Context: an optimization exercise on an open-source flow, tuned for small area and a short achievable clock period. The choices shown serve that exercise and are no tape-out recipe. The RTL of this run was laid out without a check of its function. The clock port is modelled as an ideal driver; clocking choices that lean on that would not hold on a real chip.

### flow/design.v
module rrc_filter #(
	parameter WIDTH = 9
)(
	input logic clk,
	input logic rst,
	input logic signed [WIDTH-1:0] filter_in,
	output logic signed [WIDTH-1:0] filter_out
);
  logic [8:0] sr0, sr1, sr2, sr3, sr4, sr5, sr6, sr7, sr8, sr9, sr10, sr11, sr12, sr13, sr14, sr15, sr16, sr17, sr18, sr19, sr20, sr21, sr22, sr23, sr24, sr25, sr26, sr27;
  always_ff @(posedge clk or posedge rst) begin
    if (rst) begin
      sr0 <= 9'h000;
      sr1 <= 9'h000;
      sr2 <= 9'h000;
      sr3 <= 9'h000;
      sr4 <= 9'h000;
      sr5 <= 9'h000;
      sr6 <= 9'h000;
      sr7 <= 9'h000;
      sr8 <= 9'h000;
      sr9 <= 9'h000;
      sr10 <= 9'h000;
      sr11 <= 9'h000;
      sr12 <= 9'h000;
      sr13 <= 9'h000;
      sr14 <= 9'h000;
      sr15 <= 9'h000;
      sr16 <= 9'h000;
      sr17 <= 9'h000;
      sr18 <= 9'h000;
      sr19 <= 9'h000;
      sr20 <= 9'h000;
      sr21 <= 9'h000;
      sr22 <= 9'h000;
      sr23 <= 9'h000;
      sr24 <= 9'h000;
      sr25 <= 9'h000;
      sr26 <= 9'h000;
      sr27 <= 9'h000;
    end else begin
      sr0 <= filter_in;
      sr1 <= sr0;
      sr2 <= sr1;
      sr3 <= sr2;
      sr4 <= sr3;
      sr5 <= sr4;
      sr6 <= sr5;
      sr7 <= sr6;
      sr8 <= sr7;
      sr9 <= sr8;
      sr10 <= sr9;
      sr11 <= sr10;
      sr12 <= sr11;
      sr13 <= sr12;
      sr14 <= sr13;
      sr15 <= sr14;
      sr16 <= sr15;
      sr17 <= sr16;
      sr18 <= sr17;
      sr19 <= sr18;
      sr20 <= sr19;
      sr21 <= sr20;
      sr22 <= sr21;
      sr23 <= sr22;
      sr24 <= sr23;
      sr25 <= sr24;
      sr26 <= sr25;
      sr27 <= sr26;
    end
  end
  logic [9:0] t0;
  always_ff @(posedge clk or posedge rst) begin
    if (rst) t0 <= 10'd392;
    else t0 <= 10'd392 - {{1{filter_in[8]}}, filter_in};
  end
  logic [9:0] pv0;
  always_ff @(posedge clk or posedge rst) begin
    if (rst) pv0 <= 10'd0;
    else pv0 <= {sr11[8], sr11} + {sr13[8], sr13};
  end
  logic [30:0] cs3;
  logic [36:0] cs2;
  logic [37:0] cs1;
  wire n1 = ~sr26[0];
  wire s2, c3;
  rrc_fa u3 (.a(sr24[0]), .b(sr27[0]), .ci(n1), .s(s2), .co(c3));
  wire s4, c5;
  rrc_fa u5 (.a(sr16[0]), .b(sr18[0]), .ci(sr20[0]), .s(s4), .co(c5));
  wire s6, c7;
  rrc_fa u7 (.a(sr21[0]), .b(sr24[1]), .ci(sr27[1]), .s(s6), .co(c7));
  wire n8 = ~c3;
  wire s9, c10;
  rrc_fa u10 (.a(sr23[0]), .b(sr26[1]), .ci(n8), .s(s9), .co(c10));
  wire n11 = ~s6;
  wire s12, c13;
  rrc_fa u13 (.a(s4), .b(n11), .ci(s9), .s(s12), .co(c13));
  wire s14, c15;
  rrc_fa u15 (.a(sr15[0]), .b(sr16[1]), .ci(sr18[1]), .s(s14), .co(c15));
  wire s16, c17;
  rrc_fa u17 (.a(sr20[1]), .b(sr23[1]), .ci(sr26[2]), .s(s16), .co(c17));
  wire s18, c19;
  rrc_fa u19 (.a(sr21[1]), .b(sr24[2]), .ci(sr27[2]), .s(s18), .co(c19));
  wire n20 = ~c7;
  wire s21, c22;
  rrc_fa u22 (.a(c5), .b(n20), .ci(s14), .s(s21), .co(c22));
  wire n23 = ~s18;
  wire s24, c25;
  rrc_fa u25 (.a(s16), .b(n23), .ci(c10), .s(s24), .co(c25));
  wire s26, c27;
  rrc_fa u27 (.a(s21), .b(c13), .ci(s24), .s(s26), .co(c27));
  wire s28, c29;
  rrc_fa u29 (.a(sr15[1]), .b(sr16[0]), .ci(sr16[2]), .s(s28), .co(c29));
  wire s30, c31;
  rrc_fa u31 (.a(sr17[0]), .b(sr18[2]), .ci(sr20[2]), .s(s30), .co(c31));
  wire s32, c33;
  rrc_fa u33 (.a(sr18[0]), .b(sr21[2]), .ci(sr24[3]), .s(s32), .co(c33));
  wire n34 = ~sr27[3];
  wire s35, c36;
  rrc_fa u36 (.a(sr23[2]), .b(sr26[3]), .ci(n34), .s(s35), .co(c36));
  wire n37 = ~c19;
  wire s38, c39;
  rrc_fa u39 (.a(c15), .b(c17), .ci(n37), .s(s38), .co(c39));
  wire s40, c41;
  rrc_fa u41 (.a(s28), .b(s30), .ci(s35), .s(s40), .co(c41));
  wire n42 = ~s32;
  wire s43, c44;
  rrc_fa u44 (.a(n42), .b(c22), .ci(s38), .s(s43), .co(c44));
  wire s45, c46;
  rrc_fa u46 (.a(s40), .b(c25), .ci(s43), .s(s45), .co(c46));
  wire s47, c48;
  rrc_fa u48 (.a(sr15[2]), .b(sr16[1]), .ci(sr16[3]), .s(s47), .co(c48));
  wire s49, c50;
  rrc_fa u50 (.a(sr17[1]), .b(sr18[3]), .ci(sr20[3]), .s(s49), .co(c50));
  wire s51, c52;
  rrc_fa u52 (.a(sr18[1]), .b(sr21[3]), .ci(sr24[4]), .s(s51), .co(c52));
  wire n53 = ~sr27[4];
  wire s54, c55;
  rrc_fa u55 (.a(sr23[3]), .b(sr26[4]), .ci(n53), .s(s54), .co(c55));
  wire s56, c57;
  rrc_fa u57 (.a(c29), .b(c31), .ci(c36), .s(s56), .co(c57));
  wire s58, c59;
  rrc_fa u59 (.a(s47), .b(s49), .ci(s54), .s(s58), .co(c59));
  wire n60 = ~c39;
  wire s61, c62;
  rrc_fa u62 (.a(c33), .b(s51), .ci(n60), .s(s61), .co(c62));
  wire s63, c64;
  rrc_fa u64 (.a(c41), .b(s56), .ci(s58), .s(s63), .co(c64));
  wire n65 = ~s61;
  wire s66, c67;
  rrc_fa u67 (.a(c44), .b(n65), .ci(s63), .s(s66), .co(c67));
  wire s68, c69;
  rrc_fa u69 (.a(sr15[3]), .b(sr16[2]), .ci(sr16[4]), .s(s68), .co(c69));
  wire s70, c71;
  rrc_fa u71 (.a(sr17[2]), .b(sr18[4]), .ci(sr20[4]), .s(s70), .co(c71));
  wire s72, c73;
  rrc_fa u73 (.a(sr15[0]), .b(sr18[2]), .ci(sr21[4]), .s(s72), .co(c73));
  wire n74 = ~sr24[5];
  wire s75, c76;
  rrc_fa u76 (.a(sr23[4]), .b(sr26[5]), .ci(n74), .s(s75), .co(c76));
  wire s77, c78;
  rrc_fa u78 (.a(c48), .b(c50), .ci(c55), .s(s77), .co(c78));
  wire s79, c80;
  rrc_fa u80 (.a(sr27[5]), .b(c52), .ci(s72), .s(s79), .co(c80));
  wire s81, c82;
  rrc_fa u82 (.a(s68), .b(s70), .ci(s75), .s(s81), .co(c82));
  wire s83, c84;
  rrc_fa u84 (.a(c57), .b(c59), .ci(s77), .s(s83), .co(c84));
  wire n85 = ~s81;
  wire s86, c87;
  rrc_fa u87 (.a(s79), .b(n85), .ci(c62), .s(s86), .co(c87));
  wire n88 = ~s86;
  wire s89, c90;
  rrc_fa u90 (.a(c64), .b(s83), .ci(n88), .s(s89), .co(c90));
  wire s91, c92;
  rrc_fa u92 (.a(sr15[4]), .b(sr16[3]), .ci(sr16[5]), .s(s91), .co(c92));
  wire s93, c94;
  rrc_fa u94 (.a(sr17[3]), .b(sr18[5]), .ci(sr20[5]), .s(s93), .co(c94));
  wire s95, c96;
  rrc_fa u96 (.a(sr15[1]), .b(sr18[3]), .ci(sr21[5]), .s(s95), .co(c96));
  wire n97 = ~sr24[6];
  wire s98, c99;
  rrc_fa u99 (.a(sr23[5]), .b(sr26[6]), .ci(n97), .s(s98), .co(c99));
  wire s100, c101;
  rrc_fa u101 (.a(c69), .b(c71), .ci(c76), .s(s100), .co(c101));
  wire s102, c103;
  rrc_fa u103 (.a(sr27[6]), .b(c73), .ci(s95), .s(s102), .co(c103));
  wire s104, c105;
  rrc_fa u105 (.a(s91), .b(s93), .ci(s98), .s(s104), .co(c105));
  wire s106, c107;
  rrc_fa u107 (.a(c78), .b(c82), .ci(s100), .s(s106), .co(c107));
  wire n108 = ~s104;
  wire s109, c110;
  rrc_fa u110 (.a(c80), .b(s102), .ci(n108), .s(s109), .co(c110));
  wire n111 = ~s109;
  wire s112, c113;
  rrc_fa u113 (.a(c84), .b(s106), .ci(n111), .s(s112), .co(c113));
  wire s114, c115;
  rrc_fa u115 (.a(sr15[5]), .b(sr16[4]), .ci(sr16[6]), .s(s114), .co(c115));
  wire s116, c117;
  rrc_fa u117 (.a(sr17[4]), .b(sr18[6]), .ci(sr20[6]), .s(s116), .co(c117));
  wire s118, c119;
  rrc_fa u119 (.a(sr15[2]), .b(sr18[4]), .ci(sr21[6]), .s(s118), .co(c119));
  wire n120 = ~sr24[7];
  wire s121, c122;
  rrc_fa u122 (.a(sr23[6]), .b(sr26[7]), .ci(n120), .s(s121), .co(c122));
  wire s123, c124;
  rrc_fa u124 (.a(c92), .b(c94), .ci(c99), .s(s123), .co(c124));
  wire s125, c126;
  rrc_fa u126 (.a(sr27[7]), .b(c96), .ci(s118), .s(s125), .co(c126));
  wire s127, c128;
  rrc_fa u128 (.a(s114), .b(s116), .ci(s121), .s(s127), .co(c128));
  wire s129, c130;
  rrc_fa u130 (.a(c101), .b(c105), .ci(s123), .s(s129), .co(c130));
  wire n131 = ~s127;
  wire s132, c133;
  rrc_fa u133 (.a(c103), .b(s125), .ci(n131), .s(s132), .co(c133));
  wire n134 = ~c110;
  wire s135, c136;
  rrc_fa u136 (.a(c107), .b(s129), .ci(n134), .s(s135), .co(c136));
  wire s137, c138;
  rrc_fa u138 (.a(sr15[6]), .b(sr16[5]), .ci(sr16[7]), .s(s137), .co(c138));
  wire s139, c140;
  rrc_fa u140 (.a(sr17[5]), .b(sr18[7]), .ci(sr20[7]), .s(s139), .co(c140));
  wire s141, c142;
  rrc_fa u142 (.a(sr23[7]), .b(sr24[8]), .ci(sr27[8]), .s(s141), .co(c142));
  wire s143, c144;
  rrc_fa u144 (.a(sr15[3]), .b(sr18[5]), .ci(sr21[7]), .s(s143), .co(c144));
  wire s145, c146;
  rrc_fa u146 (.a(c115), .b(c117), .ci(c122), .s(s145), .co(c146));
  wire s147, c148;
  rrc_fa u148 (.a(sr26[8]), .b(c119), .ci(s143), .s(s147), .co(c148));
  wire s149, c150;
  rrc_fa u150 (.a(s137), .b(s139), .ci(s141), .s(s149), .co(c150));
  wire s151, c152;
  rrc_fa u152 (.a(c124), .b(c128), .ci(s145), .s(s151), .co(c152));
  wire n153 = ~s149;
  wire s154, c155;
  rrc_fa u155 (.a(c126), .b(s147), .ci(n153), .s(s154), .co(c155));
  wire n156 = ~c133;
  wire s157, c158;
  rrc_fa u158 (.a(c130), .b(s151), .ci(n156), .s(s157), .co(c158));
  wire s159, c160;
  rrc_fa u160 (.a(sr15[7]), .b(sr16[6]), .ci(sr17[6]), .s(s159), .co(c160));
  wire s161, c162;
  rrc_fa u162 (.a(sr15[4]), .b(sr16[8]), .ci(sr18[6]), .s(s161), .co(c162));
  wire s163, c164;
  rrc_fa u164 (.a(sr18[8]), .b(sr20[8]), .ci(sr23[8]), .s(s163), .co(c164));
  wire s165, c166;
  rrc_fa u166 (.a(sr21[8]), .b(c138), .ci(c140), .s(s165), .co(c166));
  wire n167 = ~c144;
  wire s168, c169;
  rrc_fa u169 (.a(c142), .b(n167), .ci(s159), .s(s168), .co(c169));
  wire n170 = ~c146;
  wire s171, c172;
  rrc_fa u172 (.a(s161), .b(s163), .ci(n170), .s(s171), .co(c172));
  wire n173 = ~c148;
  wire s174, c175;
  rrc_fa u175 (.a(c150), .b(s165), .ci(n173), .s(s174), .co(c175));
  wire n176 = ~s171;
  wire s177, c178;
  rrc_fa u178 (.a(s168), .b(c152), .ci(n176), .s(s177), .co(c178));
  wire s179, c180;
  rrc_fa u180 (.a(sr15[5]), .b(sr15[8]), .ci(sr18[7]), .s(s179), .co(c180));
  wire s181, c182;
  rrc_fa u182 (.a(sr16[7]), .b(sr17[7]), .ci(c160), .s(s181), .co(c182));
  wire s183, c184;
  rrc_fa u184 (.a(c162), .b(c164), .ci(s179), .s(s183), .co(c184));
  wire s185, c186;
  rrc_fa u186 (.a(c166), .b(c169), .ci(s181), .s(s185), .co(c186));
  wire n187 = ~c175;
  wire s188, c189;
  rrc_fa u189 (.a(s183), .b(c172), .ci(n187), .s(s188), .co(c189));
  wire s190, c191;
  rrc_fa u191 (.a(sr15[6]), .b(sr16[8]), .ci(sr17[8]), .s(s190), .co(c191));
  wire n192 = ~sr18[8];
  wire s193, c194;
  rrc_fa u194 (.a(n192), .b(c180), .ci(s190), .s(s193), .co(c194));
  wire n195 = ~c182;
  wire s196, c197;
  rrc_fa u197 (.a(n195), .b(c184), .ci(s193), .s(s196), .co(c197));
  wire n198 = ~c186;
  wire s199, c200;
  rrc_fa u200 (.a(n198), .b(s196), .ci(c189), .s(s199), .co(c200));
  wire s201, c202;
  rrc_fa u202 (.a(sr15[7]), .b(c191), .ci(c194), .s(s201), .co(c202));
  wire s203, c204;
  rrc_fa u204 (.a(cs3[1]), .b(sr11[0]), .ci(sr15[0]), .s(s203), .co(c204));
  wire s205, c206;
  rrc_fa u206 (.a(cs3[2]), .b(sr11[1]), .ci(sr13[0]), .s(s205), .co(c206));
  wire n207 = ~pv0[2];
  wire s208, c209;
  rrc_fa u209 (.a(sr15[1]), .b(n207), .ci(c204), .s(s208), .co(c209));
  wire s210, c211;
  rrc_fa u211 (.a(cs3[3]), .b(cs3[4]), .ci(sr8[0]), .s(s210), .co(c211));
  wire s212, c213;
  rrc_fa u213 (.a(sr11[2]), .b(sr13[1]), .ci(sr15[2]), .s(s212), .co(c213));
  wire n214 = ~pv0[3];
  wire s215, c216;
  rrc_fa u216 (.a(n214), .b(c206), .ci(s210), .s(s215), .co(c216));
  wire s217, c218;
  rrc_fa u218 (.a(s212), .b(c209), .ci(s215), .s(s217), .co(c218));
  wire s219, c220;
  rrc_fa u220 (.a(cs3[5]), .b(cs3[6]), .ci(sr8[1]), .s(s219), .co(c220));
  wire s221, c222;
  rrc_fa u222 (.a(sr11[3]), .b(sr13[2]), .ci(sr15[3]), .s(s221), .co(c222));
  wire s223, c224;
  rrc_fa u224 (.a(sr11[0]), .b(sr15[0]), .ci(pv0[0]), .s(s223), .co(c224));
  wire n225 = ~pv0[4];
  wire s226, c227;
  rrc_fa u227 (.a(n225), .b(c211), .ci(c213), .s(s226), .co(c227));
  wire n228 = ~s223;
  wire s229, c230;
  rrc_fa u230 (.a(s219), .b(s221), .ci(n228), .s(s229), .co(c230));
  wire s231, c232;
  rrc_fa u232 (.a(c216), .b(s226), .ci(s229), .s(s231), .co(c232));
  wire s233, c234;
  rrc_fa u234 (.a(cs3[7]), .b(cs3[8]), .ci(sr8[2]), .s(s233), .co(c234));
  wire s235, c236;
  rrc_fa u236 (.a(sr11[4]), .b(sr13[3]), .ci(sr15[4]), .s(s235), .co(c236));
  wire s237, c238;
  rrc_fa u238 (.a(sr11[1]), .b(sr15[1]), .ci(pv0[1]), .s(s237), .co(c238));
  wire n239 = ~pv0[5];
  wire s240, c241;
  rrc_fa u241 (.a(n239), .b(c220), .ci(c222), .s(s240), .co(c241));
  wire n242 = ~c224;
  wire s243, c244;
  rrc_fa u244 (.a(n242), .b(s233), .ci(s235), .s(s243), .co(c244));
  wire n245 = ~s237;
  wire s246, c247;
  rrc_fa u247 (.a(n245), .b(c227), .ci(s240), .s(s246), .co(c247));
  wire s248, c249;
  rrc_fa u249 (.a(c230), .b(s243), .ci(s246), .s(s248), .co(c249));
  wire s250, c251;
  rrc_fa u251 (.a(cs3[10]), .b(cs3[11]), .ci(sr8[3]), .s(s250), .co(c251));
  wire s252, c253;
  rrc_fa u253 (.a(sr11[5]), .b(sr13[0]), .ci(sr13[4]), .s(s252), .co(c253));
  wire s254, c255;
  rrc_fa u255 (.a(cs3[9]), .b(sr11[2]), .ci(sr15[2]), .s(s254), .co(c255));
  wire n256 = ~sr15[5];
  wire s257, c258;
  rrc_fa u258 (.a(pv0[2]), .b(pv0[6]), .ci(n256), .s(s257), .co(c258));
  wire n259 = ~c238;
  wire s260, c261;
  rrc_fa u261 (.a(c234), .b(c236), .ci(n259), .s(s260), .co(c261));
  wire n262 = ~s254;
  wire s263, c264;
  rrc_fa u264 (.a(s250), .b(s252), .ci(n262), .s(s263), .co(c264));
  wire n265 = ~s257;
  wire s266, c267;
  rrc_fa u267 (.a(n265), .b(c241), .ci(c244), .s(s266), .co(c267));
  wire s268, c269;
  rrc_fa u269 (.a(s260), .b(s263), .ci(c247), .s(s268), .co(c269));
  wire s270, c271;
  rrc_fa u271 (.a(s266), .b(c249), .ci(s268), .s(s270), .co(c271));
  wire s272, c273;
  rrc_fa u273 (.a(cs3[13]), .b(cs3[14]), .ci(sr8[4]), .s(s272), .co(c273));
  wire s274, c275;
  rrc_fa u275 (.a(sr11[6]), .b(sr13[0]), .ci(sr13[1]), .s(s274), .co(c275));
  wire s276, c277;
  rrc_fa u277 (.a(sr13[5]), .b(sr15[6]), .ci(pv0[0]), .s(s276), .co(c277));
  wire s278, c279;
  rrc_fa u279 (.a(cs3[12]), .b(sr11[3]), .ci(sr15[3]), .s(s278), .co(c279));
  wire s280, c281;
  rrc_fa u281 (.a(pv0[3]), .b(pv0[7]), .ci(c255), .s(s280), .co(c281));
  wire n282 = ~c258;
  wire s283, c284;
  rrc_fa u284 (.a(c251), .b(c253), .ci(n282), .s(s283), .co(c284));
  wire s285, c286;
  rrc_fa u286 (.a(s272), .b(s274), .ci(s276), .s(s285), .co(c286));
  wire n287 = ~c261;
  wire s288, c289;
  rrc_fa u289 (.a(s278), .b(s280), .ci(n287), .s(s288), .co(c289));
  wire s290, c291;
  rrc_fa u291 (.a(c264), .b(s283), .ci(s285), .s(s290), .co(c291));
  wire n292 = ~s288;
  wire s293, c294;
  rrc_fa u294 (.a(c267), .b(n292), .ci(s290), .s(s293), .co(c294));
  wire s295, c296;
  rrc_fa u296 (.a(cs3[16]), .b(cs3[17]), .ci(sr8[5]), .s(s295), .co(c296));
  wire s297, c298;
  rrc_fa u298 (.a(sr11[7]), .b(sr13[1]), .ci(sr13[2]), .s(s297), .co(c298));
  wire s299, c300;
  rrc_fa u300 (.a(sr13[6]), .b(sr15[7]), .ci(pv0[1]), .s(s299), .co(c300));
  wire s301, c302;
  rrc_fa u302 (.a(cs3[15]), .b(sr11[4]), .ci(sr15[4]), .s(s301), .co(c302));
  wire s303, c304;
  rrc_fa u304 (.a(pv0[4]), .b(pv0[8]), .ci(c279), .s(s303), .co(c304));
  wire s305, c306;
  rrc_fa u306 (.a(c273), .b(c275), .ci(c277), .s(s305), .co(c306));
  wire s307, c308;
  rrc_fa u308 (.a(s295), .b(s297), .ci(s299), .s(s307), .co(c308));
  wire s309, c310;
  rrc_fa u310 (.a(s301), .b(c281), .ci(s303), .s(s309), .co(c310));
  wire s311, c312;
  rrc_fa u312 (.a(c284), .b(c286), .ci(s305), .s(s311), .co(c312));
  wire n313 = ~s307;
  wire s314, c315;
  rrc_fa u315 (.a(n313), .b(c289), .ci(s309), .s(s314), .co(c315));
  wire s316, c317;
  rrc_fa u317 (.a(c291), .b(s311), .ci(c294), .s(s316), .co(c317));
  wire s318, c319;
  rrc_fa u319 (.a(cs3[18]), .b(cs3[20]), .ci(cs3[21]), .s(s318), .co(c319));
  wire s320, c321;
  rrc_fa u321 (.a(sr8[6]), .b(sr13[2]), .ci(sr13[3]), .s(s320), .co(c321));
  wire s322, c323;
  rrc_fa u323 (.a(sr13[7]), .b(pv0[2]), .ci(pv0[9]), .s(s322), .co(c323));
  wire s324, c325;
  rrc_fa u325 (.a(cs3[19]), .b(sr11[5]), .ci(sr11[8]), .s(s324), .co(c325));
  wire s326, c327;
  rrc_fa u327 (.a(sr15[5]), .b(sr15[8]), .ci(pv0[5]), .s(s326), .co(c327));
  wire s328, c329;
  rrc_fa u329 (.a(c296), .b(c298), .ci(c300), .s(s328), .co(c329));
  wire s330, c331;
  rrc_fa u331 (.a(s318), .b(s320), .ci(s322), .s(s330), .co(c331));
  wire s332, c333;
  rrc_fa u333 (.a(c302), .b(s324), .ci(s326), .s(s332), .co(c333));
  wire n334 = ~c304;
  wire s335, c336;
  rrc_fa u336 (.a(c306), .b(n334), .ci(c308), .s(s335), .co(c336));
  wire n337 = ~s332;
  wire s338, c339;
  rrc_fa u339 (.a(s328), .b(s330), .ci(n337), .s(s338), .co(c339));
  wire n340 = ~c310;
  wire s341, c342;
  rrc_fa u342 (.a(c312), .b(n340), .ci(s335), .s(s341), .co(c342));
  wire n343 = ~c315;
  wire s344, c345;
  rrc_fa u345 (.a(s338), .b(n343), .ci(s341), .s(s344), .co(c345));
  wire s346, c347;
  rrc_fa u347 (.a(cs3[22]), .b(cs3[23]), .ci(sr8[7]), .s(s346), .co(c347));
  wire s348, c349;
  rrc_fa u349 (.a(sr13[3]), .b(sr13[4]), .ci(pv0[3]), .s(s348), .co(c349));
  wire s350, c351;
  rrc_fa u351 (.a(cs3[24]), .b(sr11[6]), .ci(sr13[8]), .s(s350), .co(c351));
  wire s352, c353;
  rrc_fa u353 (.a(sr15[6]), .b(pv0[6]), .ci(c325), .s(s352), .co(c353));
  wire s354, c355;
  rrc_fa u355 (.a(c319), .b(c321), .ci(c323), .s(s354), .co(c355));
  wire n356 = ~c327;
  wire s357, c358;
  rrc_fa u358 (.a(n356), .b(s346), .ci(s348), .s(s357), .co(c358));
  wire n359 = ~c329;
  wire s360, c361;
  rrc_fa u361 (.a(s350), .b(n359), .ci(s352), .s(s360), .co(c361));
  wire n362 = ~c333;
  wire s363, c364;
  rrc_fa u364 (.a(c331), .b(s354), .ci(n362), .s(s363), .co(c364));
  wire n365 = ~s360;
  wire s366, c367;
  rrc_fa u367 (.a(s357), .b(c336), .ci(n365), .s(s366), .co(c367));
  wire s368, c369;
  rrc_fa u369 (.a(c339), .b(s363), .ci(c342), .s(s368), .co(c369));
  wire s370, c371;
  rrc_fa u371 (.a(sr13[4]), .b(sr13[5]), .ci(pv0[4]), .s(s370), .co(c371));
  wire s372, c373;
  rrc_fa u373 (.a(cs3[25]), .b(sr8[8]), .ci(sr11[7]), .s(s372), .co(c373));
  wire s374, c375;
  rrc_fa u375 (.a(sr15[7]), .b(pv0[7]), .ci(c351), .s(s374), .co(c375));
  wire s376, c377;
  rrc_fa u377 (.a(c347), .b(c349), .ci(s370), .s(s376), .co(c377));
  wire n378 = ~c355;
  wire s379, c380;
  rrc_fa u380 (.a(s372), .b(c353), .ci(n378), .s(s379), .co(c380));
  wire n381 = ~s374;
  wire s382, c383;
  rrc_fa u383 (.a(c358), .b(n381), .ci(s376), .s(s382), .co(c383));
  wire n384 = ~c364;
  wire s385, c386;
  rrc_fa u386 (.a(c361), .b(s379), .ci(n384), .s(s385), .co(c386));
  wire s387, c388;
  rrc_fa u388 (.a(sr11[8]), .b(sr13[5]), .ci(sr13[6]), .s(s387), .co(c388));
  wire s389, c390;
  rrc_fa u390 (.a(cs3[26]), .b(cs3[27]), .ci(cs3[28]), .s(s389), .co(c390));
  wire n391 = ~pv0[8];
  wire s392, c393;
  rrc_fa u393 (.a(sr15[8]), .b(pv0[5]), .ci(n391), .s(s392), .co(c393));
  wire n394 = ~c373;
  wire s395, c396;
  rrc_fa u396 (.a(c371), .b(n394), .ci(s387), .s(s395), .co(c396));
  wire n397 = ~s392;
  wire s398, c399;
  rrc_fa u399 (.a(s389), .b(n397), .ci(c375), .s(s398), .co(c399));
  wire n400 = ~c380;
  wire s401, c402;
  rrc_fa u402 (.a(c377), .b(s395), .ci(n400), .s(s401), .co(c402));
  wire n403 = ~c383;
  wire s404, c405;
  rrc_fa u405 (.a(s398), .b(n403), .ci(c386), .s(s404), .co(c405));
  wire s406, c407;
  rrc_fa u407 (.a(cs3[29]), .b(sr13[6]), .ci(sr13[7]), .s(s406), .co(c407));
  wire n408 = ~cs3[30];
  wire s409, c410;
  rrc_fa u410 (.a(pv0[6]), .b(pv0[9]), .ci(n408), .s(s409), .co(c410));
  wire n411 = ~c390;
  wire s412, c413;
  rrc_fa u413 (.a(c388), .b(c393), .ci(n411), .s(s412), .co(c413));
  wire s414, c415;
  rrc_fa u415 (.a(s406), .b(s409), .ci(c396), .s(s414), .co(c415));
  wire n416 = ~c399;
  wire s417, c418;
  rrc_fa u418 (.a(s412), .b(n416), .ci(s414), .s(s417), .co(c418));
  wire n419 = ~sr13[8];
  wire s420, c421;
  rrc_fa u421 (.a(sr13[7]), .b(pv0[7]), .ci(n419), .s(s420), .co(c421));
  wire s422, c423;
  rrc_fa u423 (.a(c407), .b(c410), .ci(s420), .s(s422), .co(c423));
  wire s424, c425;
  rrc_fa u425 (.a(c413), .b(s422), .ci(c415), .s(s424), .co(c425));
  wire n426 = ~sr13[8];
  wire s427, c428;
  rrc_fa u428 (.a(pv0[8]), .b(n426), .ci(c421), .s(s427), .co(c428));
  wire s429, c430;
  rrc_fa u430 (.a(c423), .b(s427), .ci(c425), .s(s429), .co(c430));
  wire s431, c432;
  rrc_fa u432 (.a(cs2[0]), .b(cs2[1]), .ci(sr2[0]), .s(s431), .co(c432));
  wire s433, c434;
  rrc_fa u434 (.a(cs2[3]), .b(sr0[1]), .ci(sr3[0]), .s(s433), .co(c434));
  wire s435, c436;
  rrc_fa u436 (.a(sr6[0]), .b(sr8[0]), .ci(sr10[0]), .s(s435), .co(c436));
  wire s437, c438;
  rrc_fa u438 (.a(cs2[2]), .b(sr2[1]), .ci(sr5[0]), .s(s437), .co(c438));
  wire n439 = ~c432;
  wire s440, c441;
  rrc_fa u441 (.a(n439), .b(s433), .ci(s435), .s(s440), .co(c441));
  wire s442, c443;
  rrc_fa u443 (.a(cs2[4]), .b(cs2[5]), .ci(sr0[2]), .s(s442), .co(c443));
  wire s444, c445;
  rrc_fa u445 (.a(sr3[1]), .b(sr6[1]), .ci(sr8[1]), .s(s444), .co(c445));
  wire n446 = ~sr10[1];
  wire s447, c448;
  rrc_fa u448 (.a(sr2[2]), .b(sr5[1]), .ci(n446), .s(s447), .co(c448));
  wire s449, c450;
  rrc_fa u450 (.a(sr11[0]), .b(c434), .ci(c436), .s(s449), .co(c450));
  wire n451 = ~c438;
  wire s452, c453;
  rrc_fa u453 (.a(n451), .b(s442), .ci(s444), .s(s452), .co(c453));
  wire n454 = ~s447;
  wire s455, c456;
  rrc_fa u456 (.a(n454), .b(c441), .ci(s449), .s(s455), .co(c456));
  wire s457, c458;
  rrc_fa u458 (.a(cs2[6]), .b(sr0[3]), .ci(sr3[2]), .s(s457), .co(c458));
  wire s459, c460;
  rrc_fa u460 (.a(sr6[2]), .b(sr8[2]), .ci(sr10[0]), .s(s459), .co(c460));
  wire s461, c462;
  rrc_fa u462 (.a(sr2[3]), .b(sr5[2]), .ci(sr8[0]), .s(s461), .co(c462));
  wire s463, c464;
  rrc_fa u464 (.a(sr10[2]), .b(sr11[1]), .ci(c443), .s(s463), .co(c464));
  wire n465 = ~c448;
  wire s466, c467;
  rrc_fa u467 (.a(c445), .b(n465), .ci(s457), .s(s466), .co(c467));
  wire n468 = ~s461;
  wire s469, c470;
  rrc_fa u470 (.a(s459), .b(n468), .ci(c450), .s(s469), .co(c470));
  wire s471, c472;
  rrc_fa u472 (.a(s463), .b(c453), .ci(s466), .s(s471), .co(c472));
  wire s473, c474;
  rrc_fa u474 (.a(s469), .b(c456), .ci(s471), .s(s473), .co(c474));
  wire s475, c476;
  rrc_fa u476 (.a(cs2[7]), .b(cs2[8]), .ci(sr0[4]), .s(s475), .co(c476));
  wire s477, c478;
  rrc_fa u478 (.a(sr3[3]), .b(sr6[3]), .ci(sr8[3]), .s(s477), .co(c478));
  wire s479, c480;
  rrc_fa u480 (.a(sr10[1]), .b(sr10[3]), .ci(sr11[2]), .s(s479), .co(c480));
  wire s481, c482;
  rrc_fa u482 (.a(sr2[4]), .b(sr5[3]), .ci(sr8[1]), .s(s481), .co(c482));
  wire n483 = ~c462;
  wire s484, c485;
  rrc_fa u485 (.a(c458), .b(c460), .ci(n483), .s(s484), .co(c485));
  wire s486, c487;
  rrc_fa u487 (.a(s475), .b(s477), .ci(s479), .s(s486), .co(c487));
  wire n488 = ~s481;
  wire s489, c490;
  rrc_fa u490 (.a(n488), .b(c464), .ci(c467), .s(s489), .co(c490));
  wire s491, c492;
  rrc_fa u492 (.a(s484), .b(s486), .ci(c470), .s(s491), .co(c492));
  wire s493, c494;
  rrc_fa u494 (.a(c472), .b(s489), .ci(s491), .s(s493), .co(c494));
  wire s495, c496;
  rrc_fa u496 (.a(cs2[9]), .b(cs2[10]), .ci(sr0[5]), .s(s495), .co(c496));
  wire s497, c498;
  rrc_fa u498 (.a(sr3[4]), .b(sr6[4]), .ci(sr8[4]), .s(s497), .co(c498));
  wire s499, c500;
  rrc_fa u500 (.a(sr10[2]), .b(sr10[4]), .ci(sr11[3]), .s(s499), .co(c500));
  wire s501, c502;
  rrc_fa u502 (.a(sr2[5]), .b(sr5[4]), .ci(sr8[2]), .s(s501), .co(c502));
  wire s503, c504;
  rrc_fa u504 (.a(c476), .b(c478), .ci(c480), .s(s503), .co(c504));
  wire s505, c506;
  rrc_fa u506 (.a(sr11[0]), .b(c482), .ci(s501), .s(s505), .co(c506));
  wire s507, c508;
  rrc_fa u508 (.a(s495), .b(s497), .ci(s499), .s(s507), .co(c508));
  wire s509, c510;
  rrc_fa u510 (.a(c485), .b(c487), .ci(s503), .s(s509), .co(c510));
  wire n511 = ~s505;
  wire s512, c513;
  rrc_fa u513 (.a(s507), .b(n511), .ci(c490), .s(s512), .co(c513));
  wire s514, c515;
  rrc_fa u515 (.a(s509), .b(c492), .ci(s512), .s(s514), .co(c515));
  wire s516, c517;
  rrc_fa u517 (.a(cs2[11]), .b(sr0[6]), .ci(sr3[5]), .s(s516), .co(c517));
  wire s518, c519;
  rrc_fa u519 (.a(sr6[5]), .b(sr8[5]), .ci(sr10[3]), .s(s518), .co(c519));
  wire s520, c521;
  rrc_fa u521 (.a(sr2[6]), .b(sr5[5]), .ci(sr8[3]), .s(s520), .co(c521));
  wire n522 = ~sr11[1];
  wire s523, c524;
  rrc_fa u524 (.a(sr10[5]), .b(sr11[4]), .ci(n522), .s(s523), .co(c524));
  wire s525, c526;
  rrc_fa u526 (.a(c496), .b(c498), .ci(c500), .s(s525), .co(c526));
  wire s527, c528;
  rrc_fa u528 (.a(s516), .b(s518), .ci(s523), .s(s527), .co(c528));
  wire n529 = ~c504;
  wire s530, c531;
  rrc_fa u531 (.a(c502), .b(s520), .ci(n529), .s(s530), .co(c531));
  wire n532 = ~c506;
  wire s533, c534;
  rrc_fa u534 (.a(c508), .b(s525), .ci(n532), .s(s533), .co(c534));
  wire n535 = ~s530;
  wire s536, c537;
  rrc_fa u537 (.a(s527), .b(c510), .ci(n535), .s(s536), .co(c537));
  wire s538, c539;
  rrc_fa u539 (.a(cs2[12]), .b(cs2[13]), .ci(cs2[14]), .s(s538), .co(c539));
  wire s540, c541;
  rrc_fa u541 (.a(sr0[7]), .b(sr3[6]), .ci(sr6[6]), .s(s540), .co(c541));
  wire s542, c543;
  rrc_fa u543 (.a(sr8[6]), .b(sr10[4]), .ci(sr10[6]), .s(s542), .co(c543));
  wire s544, c545;
  rrc_fa u545 (.a(sr2[7]), .b(sr5[6]), .ci(sr8[4]), .s(s544), .co(c545));
  wire n546 = ~sr11[2];
  wire s547, c548;
  rrc_fa u548 (.a(sr11[5]), .b(n546), .ci(c517), .s(s547), .co(c548));
  wire n549 = ~c521;
  wire s550, c551;
  rrc_fa u551 (.a(c519), .b(c524), .ci(n549), .s(s550), .co(c551));
  wire s552, c553;
  rrc_fa u553 (.a(s538), .b(s540), .ci(s542), .s(s552), .co(c553));
  wire n554 = ~s544;
  wire s555, c556;
  rrc_fa u556 (.a(n554), .b(c526), .ci(s547), .s(s555), .co(c556));
  wire s557, c558;
  rrc_fa u558 (.a(c528), .b(s550), .ci(s552), .s(s557), .co(c558));
  wire n559 = ~c531;
  wire s560, c561;
  rrc_fa u561 (.a(n559), .b(c534), .ci(s555), .s(s560), .co(c561));
  wire s562, c563;
  rrc_fa u563 (.a(s557), .b(c537), .ci(s560), .s(s562), .co(c563));
  wire s564, c565;
  rrc_fa u565 (.a(cs2[16]), .b(sr2[8]), .ci(sr3[7]), .s(s564), .co(c565));
  wire s566, c567;
  rrc_fa u567 (.a(sr6[7]), .b(sr8[7]), .ci(sr10[5]), .s(s566), .co(c567));
  wire s568, c569;
  rrc_fa u569 (.a(cs2[15]), .b(sr0[8]), .ci(sr5[7]), .s(s568), .co(c569));
  wire n570 = ~sr10[7];
  wire s571, c572;
  rrc_fa u572 (.a(sr8[5]), .b(sr11[3]), .ci(n570), .s(s571), .co(c572));
  wire s573, c574;
  rrc_fa u574 (.a(sr11[6]), .b(c539), .ci(c541), .s(s573), .co(c574));
  wire n575 = ~c545;
  wire s576, c577;
  rrc_fa u577 (.a(c543), .b(n575), .ci(s564), .s(s576), .co(c577));
  wire n578 = ~s566;
  wire s579, c580;
  rrc_fa u580 (.a(s568), .b(s571), .ci(n578), .s(s579), .co(c580));
  wire s581, c582;
  rrc_fa u582 (.a(c548), .b(c551), .ci(c553), .s(s581), .co(c582));
  wire n583 = ~s579;
  wire s584, c585;
  rrc_fa u585 (.a(s573), .b(s576), .ci(n583), .s(s584), .co(c585));
  wire s586, c587;
  rrc_fa u587 (.a(c556), .b(c558), .ci(s581), .s(s586), .co(c587));
  wire s588, c589;
  rrc_fa u589 (.a(cs2[17]), .b(cs2[18]), .ci(sr5[8]), .s(s588), .co(c589));
  wire s590, c591;
  rrc_fa u591 (.a(sr3[8]), .b(sr6[8]), .ci(sr8[6]), .s(s590), .co(c591));
  wire s592, c593;
  rrc_fa u593 (.a(sr8[8]), .b(sr10[8]), .ci(sr11[4]), .s(s592), .co(c593));
  wire s594, c595;
  rrc_fa u595 (.a(sr10[6]), .b(sr11[7]), .ci(c565), .s(s594), .co(c595));
  wire n596 = ~c567;
  wire s597, c598;
  rrc_fa u598 (.a(c569), .b(c572), .ci(n596), .s(s597), .co(c598));
  wire n599 = ~s588;
  wire s600, c601;
  rrc_fa u601 (.a(s590), .b(s592), .ci(n599), .s(s600), .co(c601));
  wire s602, c603;
  rrc_fa u603 (.a(c574), .b(c577), .ci(s594), .s(s602), .co(c603));
  wire s604, c605;
  rrc_fa u605 (.a(c580), .b(s597), .ci(s600), .s(s604), .co(c605));
  wire s606, c607;
  rrc_fa u607 (.a(c582), .b(s602), .ci(c585), .s(s606), .co(c607));
  wire s608, c609;
  rrc_fa u609 (.a(cs2[19]), .b(cs2[20]), .ci(cs2[21]), .s(s608), .co(c609));
  wire s610, c611;
  rrc_fa u611 (.a(sr8[7]), .b(sr11[5]), .ci(sr11[8]), .s(s610), .co(c611));
  wire n612 = ~c591;
  wire s613, c614;
  rrc_fa u614 (.a(sr10[7]), .b(c589), .ci(n612), .s(s613), .co(c614));
  wire n615 = ~s608;
  wire s616, c617;
  rrc_fa u617 (.a(c593), .b(s610), .ci(n615), .s(s616), .co(c617));
  wire n618 = ~c595;
  wire s619, c620;
  rrc_fa u620 (.a(c598), .b(n618), .ci(c601), .s(s619), .co(c620));
  wire n621 = ~s616;
  wire s622, c623;
  rrc_fa u623 (.a(s613), .b(n621), .ci(c603), .s(s622), .co(c623));
  wire n624 = ~s622;
  wire s625, c626;
  rrc_fa u626 (.a(c605), .b(s619), .ci(n624), .s(s625), .co(c626));
  wire s627, c628;
  rrc_fa u628 (.a(cs2[22]), .b(cs2[23]), .ci(cs2[25]), .s(s627), .co(c628));
  wire s629, c630;
  rrc_fa u630 (.a(cs2[24]), .b(sr10[8]), .ci(sr11[6]), .s(s629), .co(c630));
  wire n631 = ~c611;
  wire s632, c633;
  rrc_fa u633 (.a(sr8[8]), .b(c609), .ci(n631), .s(s632), .co(c633));
  wire n634 = ~s629;
  wire s635, c636;
  rrc_fa u636 (.a(s627), .b(n634), .ci(c614), .s(s635), .co(c636));
  wire n637 = ~s632;
  wire s638, c639;
  rrc_fa u639 (.a(c617), .b(n637), .ci(c620), .s(s638), .co(c639));
  wire n640 = ~s638;
  wire s641, c642;
  rrc_fa u642 (.a(s635), .b(c623), .ci(n640), .s(s641), .co(c642));
  wire n643 = ~cs2[26];
  wire s644, c645;
  rrc_fa u645 (.a(cs2[27]), .b(sr11[7]), .ci(n643), .s(s644), .co(c645));
  wire n646 = ~c628;
  wire s647, c648;
  rrc_fa u648 (.a(c630), .b(n646), .ci(s644), .s(s647), .co(c648));
  wire n649 = ~s647;
  wire s650, c651;
  rrc_fa u651 (.a(c633), .b(n649), .ci(c636), .s(s650), .co(c651));
  wire s652, c653;
  rrc_fa u653 (.a(cs2[28]), .b(cs2[29]), .ci(sr11[8]), .s(s652), .co(c653));
  wire n654 = ~s652;
  wire s655, c656;
  rrc_fa u656 (.a(cs2[30]), .b(c645), .ci(n654), .s(s655), .co(c656));
  wire n657 = ~c651;
  wire s658, c659;
  rrc_fa u659 (.a(c648), .b(s655), .ci(n657), .s(s658), .co(c659));
  wire s660, c661;
  rrc_fa u661 (.a(cs2[31]), .b(cs2[32]), .ci(c653), .s(s660), .co(c661));
  wire n662 = ~cs2[34];
  wire s663, c664;
  rrc_fa u664 (.a(cs2[35]), .b(cs2[36]), .ci(n662), .s(s663), .co(c664));
  wire n665 = ~cs1[1];
  wire n666 = ~cs1[2];
  wire n667 = ~cs1[20];
  wire n668 = ~cs1[24];
  wire n669 = ~cs1[25];
  wire n670 = ~cs1[27];
  wire n671 = ~cs1[30];
  wire n672 = ~cs1[32];
  wire n673 = ~cs1[33];
  wire s674, c675;
  rrc_ha u675 (.a(cs1[11]), .b(cs1[12]), .s(s674), .co(c675));
  wire s676, c677;
  rrc_ha u677 (.a(cs1[16]), .b(cs1[17]), .s(s676), .co(c677));
  wire s678, c679;
  rrc_ha u679 (.a(cs1[21]), .b(cs1[22]), .s(s678), .co(c679));
  wire s680, c681;
  rrc_ha u681 (.a(cs1[13]), .b(cs1[14]), .s(s680), .co(c681));
  wire s682, c683;
  rrc_ha u683 (.a(cs1[15]), .b(t0[7]), .s(s682), .co(c683));
  wire s684, c685;
  rrc_fa u685 (.a(cs1[18]), .b(cs1[19]), .ci(t0[8]), .s(s684), .co(c685));
  wire s686, c687;
  rrc_fa u687 (.a(t0[9]), .b(n667), .ci(c677), .s(s686), .co(c687));
  wire s688, c689;
  rrc_fa1 u689 (.a(cs1[23]), .b(n668), .s(s688), .co(c689));
  wire n690 = ~cs1[31];
  wire s691, c692;
  rrc_ha u692 (.a(cs1[0]), .b(t0[0]), .s(s691), .co(c692));
  wire s693, c694;
  rrc_fa u694 (.a(cs1[3]), .b(t0[1]), .ci(n666), .s(s693), .co(c694));
  wire s695, c696;
  rrc_fa u696 (.a(cs1[4]), .b(cs1[5]), .ci(t0[2]), .s(s695), .co(c696));
  wire s697, c698;
  rrc_ha u698 (.a(cs1[6]), .b(t0[3]), .s(s697), .co(c698));
  wire s699, c700;
  rrc_fa u700 (.a(cs1[7]), .b(cs1[8]), .ci(t0[4]), .s(s699), .co(c700));
  wire s701, c702;
  rrc_fa u702 (.a(cs1[9]), .b(cs1[10]), .ci(t0[5]), .s(s701), .co(c702));
  wire s703, c704;
  rrc_fa u704 (.a(t0[6]), .b(s674), .ci(s680), .s(s703), .co(c704));
  wire s705, c706;
  rrc_fa u706 (.a(c675), .b(c681), .ci(s682), .s(s705), .co(c706));
  wire s707, c708;
  rrc_fa u708 (.a(c683), .b(s676), .ci(s684), .s(s707), .co(c708));
  wire s709, c710;
  rrc_fa u710 (.a(s678), .b(c685), .ci(s686), .s(s709), .co(c710));
  wire s711, c712;
  rrc_fa u712 (.a(c679), .b(s688), .ci(c687), .s(s711), .co(c712));
  wire s713, c714;
  rrc_fa u714 (.a(cs1[26]), .b(n669), .ci(c689), .s(s713), .co(c714));
  wire s715, c716;
  rrc_fa u716 (.a(cs1[28]), .b(cs1[29]), .ci(n670), .s(s715), .co(c716));
  wire n717 = ~n671;
  wire s718, c719;
  rrc_fa u719 (.a(n672), .b(n673), .ci(n690), .s(s718), .co(c719));
  wire s720, c721;
  rrc_fa u721 (.a(cs1[34]), .b(cs1[35]), .ci(cs1[31]), .s(s720), .co(c721));
  wire n722 = ~cs1[36];
  always_ff @(posedge clk or posedge rst) begin
    if (rst) cs3 <= 31'b0000111001001101100010110011101;
    else cs3 <= {c202, sr15[8], c200, s201, c197, s199, s188, c178, s185, s177, c158, c155, s174, s157, c136, s154, s135, c113, s132, c90, s112, c87, s89, c67, s66, c46, s45, c27, s26, s12, s2};
  end
  always_ff @(posedge clk or posedge rst) begin
    if (rst) cs2 <= 37'b0001111100101111100101100000101110001;
    else cs2 <= {c430, c428, pv0[9], s429, s424, c418, c405, s417, c402, s404, s401, c369, s385, c367, s382, s368, c345, s366, s344, c317, s316, s314, c271, s293, c269, s270, s248, c232, s231, c218, s217, s208, s205, s203, pv0[1], pv0[0], cs3[0]};
  end
  always_ff @(posedge clk or posedge rst) begin
    if (rst) cs1 <= 38'b01110001000010001000011011110010011010;
    else cs1 <= {c664, s663, c661, cs2[33], c659, c656, s660, s658, c642, s650, c639, s641, c626, s625, c607, s606, c587, s604, c563, s586, c561, s584, s562, c515, s536, c513, s533, s514, c494, s493, c474, s473, s455, s452, s440, s437, s431, sr0[0]};
  end
  wire [18:0] fa_ = {1'b1, cs1[37], n722, s720, s718, n717, s715, s713, s711, s709, s707, s705, s703, s701, s699, s697, s695, s693, n665};
  wire [18:0] fb_ = {1'b0, cs1[36], c721, c719, n671, c716, c714, c712, c710, c708, c706, c704, c702, c700, c698, c696, c694, c692, s691};
  wire [18:0] sum_ = fa_ + fb_;
  wire ovf_ = (sum_[18] != sum_[16]) || (sum_[17] != sum_[16]);
  wire [8:0] y_ = ovf_ ? (sum_[18] ? 9'h100 : 9'h0ff) : sum_[16:8];
  always_ff @(posedge clk or posedge rst) begin
    if (rst) filter_out <= 9'd0;
    else filter_out <= y_;
  end
endmodule
module rrc_fa (input logic a, input logic b, input logic ci, output logic s, output logic co);
  assign s = a ^ b ^ ci;
  assign co = (a & b) | (a & ci) | (b & ci);
endmodule
module rrc_carry8 (input logic [7:0] a, input logic [7:0] b, output logic co);
  wire [8:0] t = {1'b0, a} + {1'b0, b};
  assign co = t[8];
endmodule
module rrc_hsat (input logic [10:0] a, input logic [10:0] b, input logic ci, output logic [8:0] y);
  wire [11:0] t2 = {a, ci} + {b, ci};
  wire [10:0] t = t2[11:1];
  wire ovf = (t[10] != t[8]) || (t[9] != t[8]);
  assign y = ovf ? (t[10] ? 9'h100 : 9'h0ff) : t[8:0];
endmodule
module rrc_fa1 (input logic a, input logic b, output logic s, output logic co);
  assign s = ~(a ^ b);
  assign co = a | b;
endmodule
module rrc_ha (input logic a, input logic b, output logic s, output logic co);
  assign s = a ^ b;
  assign co = a & b;
endmodule
### flow/flow/run.sh
#!/bin/bash
# Own layout flow: the standard ORFS flow (standard.sh, unchanged synthesis), with
#  - timing repair aimed below the design's period (SETUP_SLACK_MARGIN; the SDC is unchanged),
#  - port buffers of a normal buffer cell rather than the smallest one,
#  - after CTS, the clock port drives the tree's second level directly (flow/flatten_clock_root.tcl).
# Each step's full log is kept by ORFS under orfs/logs/; make's own output goes to flow.log.
set -uo pipefail
here=$(pwd)
bash standard.sh SETUP_SLACK_MARGIN=7.5 "BUFFER_PORTS_ARGS=-buffer_cell sky130_fd_sc_hd__buf_4" \
  "POST_CTS_TCL=$here/flow/flatten_clock_root.tcl" finish > flow.log 2>&1
### flow/flow/flatten_clock_root.tcl
set block [ord::get_db_block]
set clknet [$block findNet clk]
set roots {}
foreach it [$clknet getITerms] {
  if {[$it isInputSignal]} { lappend roots [$it getInst] }
}
puts "flatten_clock_root: clock port feeds [llength $roots] cell(s)"
if {[llength $roots] == 1} {
  set root [lindex $roots 0]
  set master [[$root getMaster] getName]
  set out {}
  foreach it [$root getITerms] {
    if {[$it isOutputSignal]} { set out [$it getNet] }
  }
  set loads {}
  foreach it [$out getITerms] {
    if {[$it isInputSignal]} { lappend loads $it }
  }
  puts "flatten_clock_root: root [$root getName] ($master) drives [llength $loads] cell(s)"
  if {[llength $loads] <= 4 && [llength $loads] > 0} {
    foreach it $loads {
      set inst [$it getInst]
      set pin [$it getMTerm]
      set pname "[$inst getName]/[$pin getName]"
      disconnect_pin [$out getName] $pname
      connect_pin clk $pname
    }
    set rname [$root getName]
    set oname [$out getName]
    delete_instance $rname
    delete_net $oname
    puts "flatten_clock_root: removed $rname"
    estimate_parasitics -placement
    report_clock_latency
  }
}
### flow/standard.sh
#!/bin/bash
# synth_recipe.tcl (not shown) runs the flow's synth.tcl, then flattens the netlist and writes it again
# the make line also repeats each setting of config.mk as NAME=value (left out here)
make -C /OpenROAD-flow-scripts/flow DESIGN_CONFIG=/design/flow/config.mk WORK_HOME=/design/flow/orfs CLKGATE_MAP_FILE= SYNTH_SCRIPT=/design/flow/synth_recipe.tcl "${@:-finish}"
### flow/config.mk
export PLATFORM = sky130hd
export DESIGN_NAME = rrc_filter
export DESIGN_NICKNAME = rrc_filter
export VERILOG_FILES = /design/flow/design.v
export SDC_FILE = /design/flow/constraint.sdc
export NUM_CORES = 4
export LEC_CHECK = 0
export ABC_CLOCK_PERIOD_IN_PS = 800
export CAP_MARGIN = 20
export CORE_MARGIN = 2
export CORE_UTILIZATION = 70
export CTS_BUF_LIST = sky130_fd_sc_hd__clkbuf_16
export CTS_CLUSTER_DIAMETER = 80
export CTS_CLUSTER_SIZE = 30
export PLACE_DENSITY = 0.75
export SLEW_MARGIN = 20
export SYNTH_HIERARCHICAL = 1
### flow/constraint.sdc
create_clock -name core_clock -period 10.5 [get_ports {clk}]
set_input_delay 2.1000 -clock core_clock [delete_from_list [all_inputs] [get_ports {clk}]]
set_output_delay 2.1000 -clock core_clock [all_outputs]
set_load 0.01 [all_outputs]
==> metrics.cfg <==
[sta]
min_period_ns = 3.282
finalSetupViolCount = 0
skew_ns = 0.02505
hold_viol = 0
worst_slew_pin_slew_ns = 0.4890
rsz0062_at_grt = yes
relSlewSlack_pct = 67.11
fmax_ghz = 0.3047
final.setup.tns_ns = 0
finalCritPeriodShare_pct = 31.25
slew_viol_final = 0

[yosys]
synth_cell_types = 51
netlist_top_cells_area = dfrtp_1 (47%), fa_1 (34%), dfstp_2 (7.9%), inv_1 (2.8%), ha_1 (2.5%)
ys_ff_latch = 384
ys_warn_count = 7
synth_edf_count = 0
synthCells = 983
syn_nets = 1325
syn_area_per_cell_um2 = 17.86
yosys.area.top_type = dfrtp_1
async_flop_share_pct = 100.0
synth_ff_type = dfrtp_1
yosysSeqAreaShare_pct = 55.12
synth.top_cell.area_share_pct = 47.18
syn_area_um2 = 17550

[worst_hold_path]
hp-class = reg -> reg

[setup_path]
path_class = reg -> reg
start_kind = flop
crit_required_ns = 10.77
worstPathMaxFanout = 4
critPathArrivalTime_ns = 3.55
endpoint_kind = flop

[finish]
area_growth_pct = 9.344
drive_gt1_share_pct = 19.66
num_antenna_cells = 0
mostFrequentLayoutCells = dfrtp_1 (307), fa_1 (283), inv_1 (136)
final_common_cell = dfrtp_1
finalNetCount = 1396

[drt]
drtIter0Drc = 501
vias = 7536
wl_um = 30140
vias_per_cell = 5.433
wl_per_cell_um = 21.73
antenna_left = 0
drcViolationCount = 0
dr.pass1.iters = 4

[placement]
gp_congestion = 0.8750
port_buffers = 19
dp_hpwl_um = 22560

[grt]
grt_max_degree = 99
antenna_found_initial = 0
grt_pass1_wl_um = 49460
gr-total-overflow = 0
grt_pass1_vias = 9093
use_met1_pct = 37.56
top_usage_layer = met2
track_usage_pct = 25.24
use_met3_pct = 2.750
use_met2_pct = 42.63

[die]
fp.dieH_um = 162.4
io_pins = 20
core_um2 = 24460
row_count = 57
die_area_um2 = 26360
fp.dieW_um = 162.4
start_util_pct = 71.76

[job]
cap_violations = 0

[clocking]
cts_sinks = 384
path_clk_slew_ns = 0.10
clk_latency_ns = 0.39
cts_tree = done

[outcome]
status = no timing/DRC/antenna violations

-- critical path, stage by stage (launching register included) --
cell	delay, ns
dfstp_2	0.56
ha_4	0.12
fa_1	0.43
fa_2	0.57
ha_4	0.22
buf_12	0.13
a21oi_1	0.14
nor2_1	0.07
a211oi_1	0.17
o21ai_1	0.11
xnor2_1	0.35
o21ai_2	0.11
a21o_1	0.20
-- kinds of logic after synthesis --
group	Yosys count	share of synthesized area, %
flops	384	55.12
xor+xnor	22	1.205
fa+ha+maj	331	36.25
compound gates	75	3.379
buf+inv	135	2.965
simple gates	36	1.083
-- synth_stat cells (all sizes together) (3+ instances only) --
cell type	instances
dfrtp	331
fa	296
inv	131
dfstp	53
ha	35
a21oi	26
o21ai	13
xnor2	12
xor2	10
nand2	9
a21o	7
nor3	7
a31oi	5
nor2	5
a211oi	4
nand4	4
o21bai	4
o211ai	3
o21a	3
-- per-module statistics from Yosys, one instance, submodules excluded --
module / flops+latches / cells
rrc_ha: 0 / 1
rrc_filter: 384 / 676
rrc_fa1: 0 / 5
rrc_fa: 0 / 1
-- flip-flops by register name, indices dropped and copies added, names as in the netlist, 10 cells and up --
| signal | count |
|---|---|
| pv0 | 10 |
| cs1 | 37 |
| cs2 | 37 |
| cs3 | 31 |
-- per-layer routing --
metal / share of wire [%] / vias up
li1: - / 3150
met4: 1.9 / 0
met3: 3.8 / 46
met1: 42 / 4194
met2: 52 / 146
met5: 0 / -
-- cell type report --
| type | count | area [um2] |
|---|---|---|
| timing repair buffer | 56 | 544.3 |
| inverter | 132 | 504.2 |
| clock inverter | 11 | 66.31 |
| multi-input combinational | 464 | 7569 |
| fill | 1287 | 5268 |
| tap | 324 | 405.4 |
| sequential | 384 | 9706 |
| clock buffer | 16 | 400.4 |
-- per-stage QoR --
| step | cells | area, um2 | utilization, % | hold WS [ns] | setup slack (ns) |
|---|---|---|---|---|---|
| floorplan | 983 | 17630 | - | 0.3312 | 3.281 |
| global placement | 1328 | 18190 | 74.35 | 0.3315 | 6.292 |
| detailed placement | 1328 | 18190 | 74.35 | 0.3347 | 6.181 |
| global route | 1387 | 19190 | 78.47 | 0.3502 | 7.150 |
| finish | 1387 | 19190 | 78.47 | 0.3469 | 7.218 |
-- worst paths after layout --
| kind | startpoint | to | slack (ns) | depth (start not counted) |
|---|---|---|---|---|
| max | cs1[16]$_DFF_PP1_ | filter_out[4]$_DFF_PP0_ | 7.22 | 12 |
| min | sr9[6]$_DFF_PP0_ | sr10[6]$_DFF_PP0_ | 0.35 | 0 |
| max reg2reg | cs1[16]$_DFF_PP1_ | filter_out[4]$_DFF_PP0_ | 7.22 | 12 |
| min reg2reg | sr9[6]$_DFF_PP0_ | sr10[6]$_DFF_PP0_ | 0.35 | 0 |
| max in group asynchronous | rst | cs2[17]$_DFF_PP1_ | 7.73 | 4 |
| min in group asynchronous | rst | sr23[8]$_DFF_PP0_ | 1.62 | 2 |

## port drivers added, routing unchanged
In the flow no input, the clock included, has a driving cell. The finished layout below was timed again as built, in two steps. Step 1: set_driving_cell puts a clkbuf_16 on clk and a buf_2 on each other input, an assumption about the parent block. Step 2, shift: input delay + t, output delay - t, t = (earliest + latest rising clock arrival at the registers) / 2. This alone moves slack from input paths to output paths. a / b / c = ideal / step 1 / step 2; a / b = the first two.
t (ns): 0.442
setup slack, ns: 7.218 / 7.218 / 7.210
latest minus earliest clock arrival (ns): 0.025 / 0.026
slew at the worst register clock pin (ns): 0.12 / 0.12
worst slew at a driven data input, ns: 0.03
After both steps setup and hold are still met in this run. For this run, drivers alone change the setup slack by 0.000 ns; drivers and shift together by -0.008 ns.
